What follows belongs to an exercise in optimizing a design on an open flow for small area; a production flow would make more cautious choices.
Only simulation tests tie the RTL to the original design; equivalence was not proved.

File: flow/design.v
module popcount #(
	parameter W_IN = 8,
	parameter W_OUT = $clog2(W_IN + 1)  
) (
	input  wire [W_IN-1:0]  din,
	output wire [W_OUT-1:0] dout
);
reg [W_OUT-1:0] accum;
integer i;
always @ (*) begin
	accum = {W_OUT{1'b0}};
	for (i = 0; i < W_IN; i = i + 1)
		accum = accum + din[i];
end
assign dout = accum;
endmodule
module tmds_encode (
	input  wire       clk,    
	input  wire       rst_n,
	input  wire [1:0] c,
	input  wire [7:0] d,
	input  wire       den,
	output reg  [9:0] q
);
reg [8:0] q_m;
wire [3:0] d_count;
popcount #(
	.W_IN (8)
) popcount_d (
	.din  (d),
	.dout (d_count)
);
always @ (posedge clk or negedge rst_n) begin
	if (!rst_n) begin
		q_m <= 9'h0;
	end else if (d_count > 4'd4 || (d_count == 4'd4 && !d[0])) begin
		q_m <= {1'b0, ~^d[7:0],  ^d[6:0], ~^d[5:0],  ^d[4:0], ~^d[3:0],  ^d[2:0], ~^d[1:0], d[0]};
	end else begin
		q_m <= {1'b1,  ^d[7:0],  ^d[6:0],  ^d[5:0],  ^d[4:0],  ^d[3:0],  ^d[2:0],  ^d[1:0], d[0]};
	end
end
localparam W_IMBALANCE = 5;
reg [W_IMBALANCE-1:0] imbalance;
wire [3:0] q_m_count;
popcount #(
	.W_IN (8)
) popcount_q_m (
	.din  (q_m[7:0]),
	.dout (q_m_count)
);
reg [1:0] den_delayed;
always @ (posedge clk or negedge rst_n) begin
	if (!rst_n) begin
		den_delayed <= 2'h0;
	end else begin
		den_delayed <= {den_delayed[0], den};
	end
end
reg [9:0] q_m_inv;
always @ (posedge clk or negedge rst_n) begin
	if (!rst_n) begin
		imbalance <= {W_IMBALANCE{1'b0}};
		q_m_inv <= 10'h0;
	end else begin
		if (~|imbalance || q_m_count == 4'd4) begin
			q_m_inv <= {!q_m[8], q_m[8], q_m[8] ? q_m[7:0] : ~q_m[7:0]};
			if (!q_m[8])
				imbalance <= imbalance + 5'd4 - q_m_count;
			else
				imbalance <= imbalance + q_m_count - 5'd4;
		end else if ($signed(imbalance) > 5'sh0 && q_m_count > 4'd4
		          || $signed(imbalance) < 5'sh0 && q_m_count < 4'd4) begin
			q_m_inv <= {1'b1, q_m[8], ~q_m[7:0]};
			imbalance <= imbalance + {4'h0, q_m[8]} - q_m_count + 5'd4;
		end else begin
			q_m_inv <= {1'b0, q_m[8],  q_m[7:0]};
			imbalance <= imbalance - {4'h0, !q_m[8]} + q_m_count - 5'd4;
		end 
		if (!den_delayed[0])
			imbalance <= 5'd0;
	end
end
reg [1:0] c_delayed [0:1];
always @ (posedge clk or negedge rst_n) begin
	if (!rst_n) begin
		q <= 10'd0;
		c_delayed[0] <= 2'b00;
		c_delayed[1] <= 2'b00;
	end else begin
		{c_delayed[1], c_delayed[0]} <= {c_delayed[0], c};
		if (den_delayed[1]) begin
			q <= q_m_inv;
		end else begin
			case (c_delayed[1])
				2'b00: q <= 10'b1101010100;
				2'b01: q <= 10'b0010101011;
				2'b10: q <= 10'b0101010100;
				2'b11: q <= 10'b1010101011;
			endcase
		end
	end
end
endmodule
module smoldvi_tmds_encode (
	input  wire       clk,
	input  wire       rst_n,
	input  wire [1:0] c,
	input  wire [7:0] d,
	input  wire       den,
	output reg  [9:0] q
);
reg [2:0] popcount;
wire low_balance = !popcount[2];
always @ (*) begin: count_d_pop
	integer i;
	popcount = 3'd0;
	for (i = 1; i < 8; i = i + 1)
		popcount = popcount + {2'h0, d[i]};
end
reg [7:0] d_reduced;
reg symbol_is_second;
always @ (*) begin: reduce_d
	integer i;
	d_reduced = 8'h0;
	for (i = 1; i < 8; i = i + 1)
		d_reduced[i] = d_reduced[i - 1] ^ d[i];
end
wire [9:0] pixel_q = {
	!low_balance,
	low_balance,
	d_reduced ^ (8'h55 & {8{!low_balance}}) ^ {8{symbol_is_second}}
};
always @ (posedge clk or negedge rst_n) begin
	if (!rst_n) begin
		symbol_is_second <= 1'b0;
		q <= 10'd0;
	end else begin
		if (den) begin
			symbol_is_second <= !symbol_is_second;
			q <= pixel_q;
		end else begin
			symbol_is_second <= 1'b0;
			case (c)
				2'b00: q <= 10'b1101010100;
				2'b01: q <= 10'b0010101011;
				2'b10: q <= 10'b0101010100;
				2'b11: q <= 10'b1010101011;
			endcase
		end
	end
end
endmodule
module dvi_timing #(
	parameter H_SYNC_POLARITY   = 1'b0,  
	parameter H_FRONT_PORCH     = 16,
	parameter H_SYNC_WIDTH      = 96,
	parameter H_BACK_PORCH      = 48,
	parameter H_ACTIVE_PIXELS   = 640,
	parameter V_SYNC_POLARITY   = 1'b0,  
	parameter V_FRONT_PORCH     = 10,
	parameter V_SYNC_WIDTH      = 2,
	parameter V_BACK_PORCH      = 33,
	parameter V_ACTIVE_LINES    = 480
) (
	input wire clk,
	input wire rst_n,
	input wire en,
	output reg vsync,
	output reg hsync,
	output reg den
);
parameter W_H_CTR = $clog2(H_ACTIVE_PIXELS);
parameter W_V_CTR = $clog2(V_ACTIVE_LINES);
localparam W_STATE = 2;
localparam S_FRONT_PORCH = 2'h0;
localparam S_SYNC        = 2'h1;
localparam S_BACK_PORCH  = 2'h2;
localparam S_ACTIVE      = 2'h3;
reg [W_H_CTR-1:0] h_ctr;
reg [W_STATE-1:0] h_state;
reg in_active_vertical_period;
reg v_advance;
always @ (posedge clk or negedge rst_n) begin
	if (!rst_n) begin
		h_state <= S_FRONT_PORCH;
		h_ctr <= {W_H_CTR{1'b0}};
		hsync <= !H_SYNC_POLARITY;
		den <= 1'b0;
		v_advance <= 1'b0;
	end else if (!en) begin
		hsync <= !H_SYNC_POLARITY;
		den <= 1'b0;
		h_ctr <= {W_H_CTR{1'b0}};
		h_state <= S_FRONT_PORCH;
		v_advance <= 1'b0;
	end else begin
		h_ctr <= h_ctr - 1'b1;
		v_advance <= h_state == S_ACTIVE && h_ctr == 1;
		case (h_state)
		S_FRONT_PORCH: if (h_ctr == 0) begin
			h_ctr <= H_SYNC_WIDTH - 1;
			h_state <= S_SYNC;
			hsync <= H_SYNC_POLARITY;
		end
		S_SYNC: if (h_ctr == 0) begin
			h_ctr <= H_BACK_PORCH - 1;
			h_state <= S_BACK_PORCH;
			hsync <= !H_SYNC_POLARITY;
		end
		S_BACK_PORCH: if (h_ctr == 0) begin
			h_ctr <= H_ACTIVE_PIXELS - 1;
			h_state <= S_ACTIVE;
			den <= in_active_vertical_period;
		end
		S_ACTIVE: if (h_ctr == 0) begin
			h_ctr <= H_FRONT_PORCH - 1;
			h_state <= S_FRONT_PORCH;
			den <= 1'b0;
		end
		endcase
	end
end
reg [W_V_CTR-1:0] v_ctr;
reg [W_STATE-1:0] v_state;
always @ (posedge clk or negedge rst_n) begin
	if (!rst_n) begin
		v_state <= S_FRONT_PORCH;
		v_ctr <= {W_V_CTR{1'b0}};
		vsync <= !V_SYNC_POLARITY;
		in_active_vertical_period <= 1'b0;
	end else if (!en) begin
		vsync <= !V_SYNC_POLARITY;
		in_active_vertical_period <= 1'b0;
		v_ctr <= {W_V_CTR{1'b0}};
		v_state <= S_FRONT_PORCH;
	end else if (v_advance) begin
		v_ctr <= v_ctr - 1'b1;
		case (v_state)
		S_FRONT_PORCH: if (v_ctr == 0) begin
			v_ctr <= V_SYNC_WIDTH - 1;
			v_state <= S_SYNC;
			vsync <= V_SYNC_POLARITY;
		end
		S_SYNC: if (v_ctr == 0) begin
			v_ctr <= V_BACK_PORCH - 1;
			v_state <= S_BACK_PORCH;
			vsync <= !V_SYNC_POLARITY;
		end
		S_BACK_PORCH: if (v_ctr == 0) begin
			v_ctr <= V_ACTIVE_LINES - 1;
			v_state <= S_ACTIVE;
			in_active_vertical_period <= 1'b1;
		end
		S_ACTIVE: if (v_ctr == 0) begin
			v_ctr <= V_FRONT_PORCH - 1;
			v_state <= S_FRONT_PORCH;
			in_active_vertical_period <= 1'b0;
		end
		endcase
	end
end
endmodule
module dvi_tx_parallel #(
	parameter H_SYNC_POLARITY   = 1'b0,  
	parameter H_FRONT_PORCH     = 16,
	parameter H_SYNC_WIDTH      = 96,
	parameter H_BACK_PORCH      = 48,
	parameter H_ACTIVE_PIXELS   = 640,
	parameter V_SYNC_POLARITY   = 1'b0,  
	parameter V_FRONT_PORCH     = 10,
	parameter V_SYNC_WIDTH      = 2,
	parameter V_BACK_PORCH      = 33,
	parameter V_ACTIVE_LINES    = 480,
	parameter SMOL_TMDS_ENCODE  = 0
) (
	input wire clk,
	input wire rst_n,
	input wire en,  
	input  wire [7:0] r,
	input  wire [7:0] g,
	input  wire [7:0] b,
	output wire       rgb_rdy,
	output wire [9:0]  tmds2,
	output wire [9:0]  tmds1,
	output wire [9:0]  tmds0
);
wire hsync;
wire vsync;
wire den;
dvi_timing #(
	.H_SYNC_POLARITY (H_SYNC_POLARITY),
	.H_FRONT_PORCH   (H_FRONT_PORCH),
	.H_SYNC_WIDTH    (H_SYNC_WIDTH),
	.H_BACK_PORCH    (H_BACK_PORCH),
	.H_ACTIVE_PIXELS (H_ACTIVE_PIXELS),
	.V_SYNC_POLARITY (V_SYNC_POLARITY),
	.V_FRONT_PORCH   (V_FRONT_PORCH),
	.V_SYNC_WIDTH    (V_SYNC_WIDTH),
	.V_BACK_PORCH    (V_BACK_PORCH),
	.V_ACTIVE_LINES  (V_ACTIVE_LINES)
) inst_dvi_timing (
	.clk   (clk),
	.rst_n (rst_n),
	.en    (en),
	.vsync (vsync),
	.hsync (hsync),
	.den   (den)
);
generate
if (SMOL_TMDS_ENCODE) begin: smol_encode
	smoldvi_tmds_encode tmds2_encoder (
		.clk   (clk),
		.rst_n (rst_n),
		.c     (2'b00),
		.d     (r),
		.den   (den),
		.q     (tmds2)
	);
	smoldvi_tmds_encode tmds1_encoder (
		.clk   (clk),
		.rst_n (rst_n),
		.c     (2'b00),
		.d     (g),
		.den   (den),
		.q     (tmds1)
	);
	smoldvi_tmds_encode tmds0_encoder (
		.clk   (clk),
		.rst_n (rst_n),
		.c     ({vsync, hsync}),
		.d     (b),
		.den   (den),
		.q     (tmds0)
	);
end else begin: full_encode
	tmds_encode tmds2_encoder (
		.clk   (clk),
		.rst_n (rst_n),
		.c     (2'b00),
		.d     (r),
		.den   (den),
		.q     (tmds2)
	);
	tmds_encode tmds1_encoder (
		.clk   (clk),
		.rst_n (rst_n),
		.c     (2'b00),
		.d     (g),
		.den   (den),
		.q     (tmds1)
	);
	tmds_encode tmds0_encoder (
		.clk   (clk),
		.rst_n (rst_n),
		.c     ({vsync, hsync}),
		.d     (b),
		.den   (den),
		.q     (tmds0)
	);
end
endgenerate
assign rgb_rdy = den;
endmodule
File: flow/run.sh
#!/bin/bash
# synth_recipe.tcl (not shown) runs the flow's synth.tcl, then flattens the netlist and writes it again
# the make line also repeats each setting of config.mk as NAME=value (left out here)
make -C /OpenROAD-flow-scripts/flow DESIGN_CONFIG=/design/flow/config.mk WORK_HOME=/design/flow/orfs CLKGATE_MAP_FILE= SYNTH_SCRIPT=/design/flow/synth_recipe.tcl finish
File: flow/config.mk
export PLATFORM = sky130hd
export DESIGN_NAME = dvi_tx_parallel
export DESIGN_NICKNAME = dvi_tx_parallel
export VERILOG_FILES = /design/flow/design.v
export SDC_FILE = /design/flow/constraint.sdc
export NUM_CORES = 4
export LEC_CHECK = 0
export CAP_MARGIN = 20
export CORE_MARGIN = 2
export CORE_UTILIZATION = 40
export SLEW_MARGIN = 20
File: flow/constraint.sdc
create_clock -name core_clock -period 6.0 [get_ports {clk}]
set_input_delay 1.2000 -clock core_clock [delete_from_list [all_inputs] [get_ports {clk}]]
set_output_delay 1.2000 -clock core_clock [all_outputs]
set_load 0.01 [all_outputs]
==> results.yml <==
die:
  fp-row-count: 55
  die_area_um2: 24400
  ios: 58
  coreArea_um2: 22700
  die_h_um: 156
  die_w_um: 156
  initial_core_util: 0.409
critical_path:
  crit_fanout: 6
  cp.arrival_ns: 5.25
  r2r_start: "full_encode.tmds1_encoder.q_m[1]"
  worst_setup_path_end_kind: "flip-flop"
  critPathLaunchType: "flip-flop"
  timing_worst_setup_path_type: "flip-flop to flip-flop"
  critPathLaunch: "full_encode.tmds1_encoder.q_m[1]"
  cp.required_ns: 6.31
yosys:
  synthArstFlopShare: 1.00
  yosysSeqAreaShare: 0.367
  yosysWarnings: 4
  synth_cells: 882
  ys_types: 64
  synth_top_area_frac: 0.361
  synth.most_common_cell: "inv_1"
  ys.flop_type: "dfrtp_1"
  syn-mean-instance-area_um2: 10.5
  synth_edf_count: 0
  yosys-top-cells-area: "dfrtp_1 36%, ha_1 15%, fa_1 7.8%, inv_1 5.5%, xnor2_1 5.5%"
  synth_nets: 1058
  synth_commonest_cells: "136 x inv_1, 134 x dfrtp_1, 113 x ha_1, 58 x xnor2_1, 48 x a21oi_1"
  yosys.area.top_type: "dfrtp_1"
  synth_seq_cells: 136
  netlist_area_um2: 9280
finish:
  fin_area_um2: 10700
  area_growth_pct: 15.7
  layout.nets: 1117
  diodes: 0
  layout-drive-gt1-share: 0.0776
place:
  port_buffers: 57
  hpwlAfterDp_um: 12800
  dpl_cell_area_um2: 10200
  gp_congestion: 0.811
clock_tree:
  cts_tree: "yes"
  cts-root-buf: "clkbuf_16"
  cts_num_sinks: 136
  clk_pin_slew_ns: 0.06
  cts_made_buffers: 17
  htree_levels: 4
  clock_latency_ns: 0.42
  ctsHoldBuffers: 0
  ctsResizeCount: 0
  cts_buffer_depth: 2
  postCtsSetupRepairBufs: 0
timing:
  max_freq_mhz: 202
  report.final.slew_viol_count: 0
  skew_ns: 0.0140
  worstMarginPinSlew_ns: 0.872
  tns_ns: 0
  relSlewSlack: 0.419
  hold_viol_final: 0
  rsz0062_at_grt: "no"
  min_period_ns: 4.94
  setup_viol: 0
  fin_crit_sh: 0.824
min_path:
  hp-class: "flip-flop to flip-flop"
  hold_start: "full_encode.tmds0_encoder.c_delayed[0][0]"
routing:
  dr.pass1.iters: 5
  via_per_inst: 4.90
  avgRoutedWirePerCell_um: 13.8
  drt-total-wl_um: 17000
  ant_nets: 0
  via_count: 6068
  initialDrtViolationCount: 269
  drcViolationCount: 0
global_route:
  grt_max_degree: 85
  antenna_found_initial: 0
  grt_usage: 0.150
  grt_pass1_wl_um: 29200
  grt_pass1_vias: 6009
  overflow: 0
job:
  drv_cap: 0
status:
  outcome: "finished clean"
## through the flow
step	hold slack, ns	utilization	setup WS [ns]	cells
after floorplan	0.331	-	1.41	882
after global placement	0.342	0.447	0.802	1207
after detailed placement	0.338	0.447	0.793	1207
after CTS	0.359	0.473	1.04	1239
after global routing	0.370	0.473	0.759	1239
final	0.358	0.473	1.06	1239
## cells by family after synthesis
family / count (synthesis) / share of synthesized area
AND/OR/NAND/NOR: 165 / 0.0951
buffers and inverters: 157 / 0.0647
AO/OA/AOI/OAI: 155 / 0.115
adder cells (fa/ha/maj): 149 / 0.230
flip-flops: 136 / 0.367
XOR/XNOR: 101 / 0.107
multiplexers: 19 / 0.0213
## placed cells by master, fill, tap and decap left out, drive strengths merged, types with 5 or more instances in the layout
| cell type | count |
|---|---|
| a21oi | 51 |
| o32ai | 5 |
| nor3 | 11 |
| and2 | 13 |
| buf | 5 |
| o21ai | 25 |
| a21o | 23 |
| clkdlybuf4s50 | 56 |
| nand4 | 6 |
| mux2 | 6 |
| clkbuf | 18 |
| nand2 | 35 |
| o211ai | 5 |
| xor2 | 32 |
| ha | 113 |
| dfrtp | 134 |
| a211oi | 5 |
| nor2b | 5 |
| mux2i | 13 |
| nor2 | 28 |
| and3 | 5 |
| nand2b | 23 |
| or4 | 5 |
| a31oi | 8 |
| fa | 36 |
| nor4 | 8 |
| inv | 146 |
| nand3 | 15 |
| xnor2 | 69 |
## final timing paths
kind	slack (ns)	to	cells after the start
min in group asynchronous	0.82	full_encode.tmds2_encoder.q[2]	1
min	0.36	full_encode.tmds0_encoder.c_delayed[1][0]	0
max	1.06	full_encode.tmds1_encoder.imbalance[4]	17
max reg2reg	1.06	full_encode.tmds1_encoder.imbalance[4]	17
min reg2reg	0.36	full_encode.tmds0_encoder.c_delayed[1][0]	0
max in group asynchronous	4.02	full_encode.tmds0_encoder.imbalance[4]	2
## layout make-up
class | count | area (um2)
clock buffers | 18 | 439
clock inverters | 14 | 154
fillers | 2100 | 12000
inverters | 136 | 510
multi-input cells | 589 | 5280
flip-flops and latches | 136 | 3410
well taps | 285 | 357
repair buffers | 61 | 602
## worst max-delay path, stage by stage, from the launching register on
cell and delay [ns]:
dfrtp_1 0.36, inv_1 0.13, fa_1 0.45, fa_1 0.45, fa_1 0.51, inv_1 0.05
ha_1 0.19, fa_1 0.51, xor2_2 0.39, ha_1 0.34, inv_1 0.12, ha_1 0.28
a21o_1 0.18, a21oi_1 0.20, xor2_1 0.16, mux2i_1 0.11, xnor2_1 0.14, a32o_1 0.26
## sequential cells by signal (all words and copies together) (netlist names), 10 cells and up
name,flops
full_encode.tmds0_encoder.q,10
full_encode.tmds0_encoder.q_m_inv,10
full_encode.tmds1_encoder.q,10
full_encode.tmds1_encoder.q_m_inv,10
full_encode.tmds2_encoder.q,10
full_encode.tmds2_encoder.q_m_inv,10
inst_dvi_timing.h_ctr,10
## metal layers
| metal | global-route usage | routed length (um) | share of wire |
|---|---|---|---|
| met1 | 0.209 | 8480 | 0.50 |
| met2 | 0.238 | 7860 | 0.46 |
| met3 | 0.0318 | 553 | 0.032 |
| met4 | 0.0419 | 157 | 0.0092 |
| met5 | 0 | 0 | 0 |

-- afterwards: timing with drivers on the ports --
In the flow no input, the clock included, has a driving cell. The finished layout below was timed again as built, in two steps. Step 1 assumes that a clkbuf_16 drives the clock port and a buf_2 every other input. Step 2, shift: input delay + t, output delay - t, t = (earliest + latest rising clock arrival at the registers) / 2. This alone moves slack from input paths to output paths. Slacks: ideal / step 1 / step 2; pairs: ideal / step 1.
t (ns): 0.465
slack for setup (ns): 1.059 / 1.059 / 0.820
latest minus earliest clock arrival (ns): 0.015 / 0.016
slew at the worst register clock pin (ns): 0.06 / 0.06
worst slew at a driven data input, ns: 0.04
After both steps this run still meets setup and hold. The setup slack of this run moves by 0.000 ns with the drivers and by -0.239 ns with both steps.
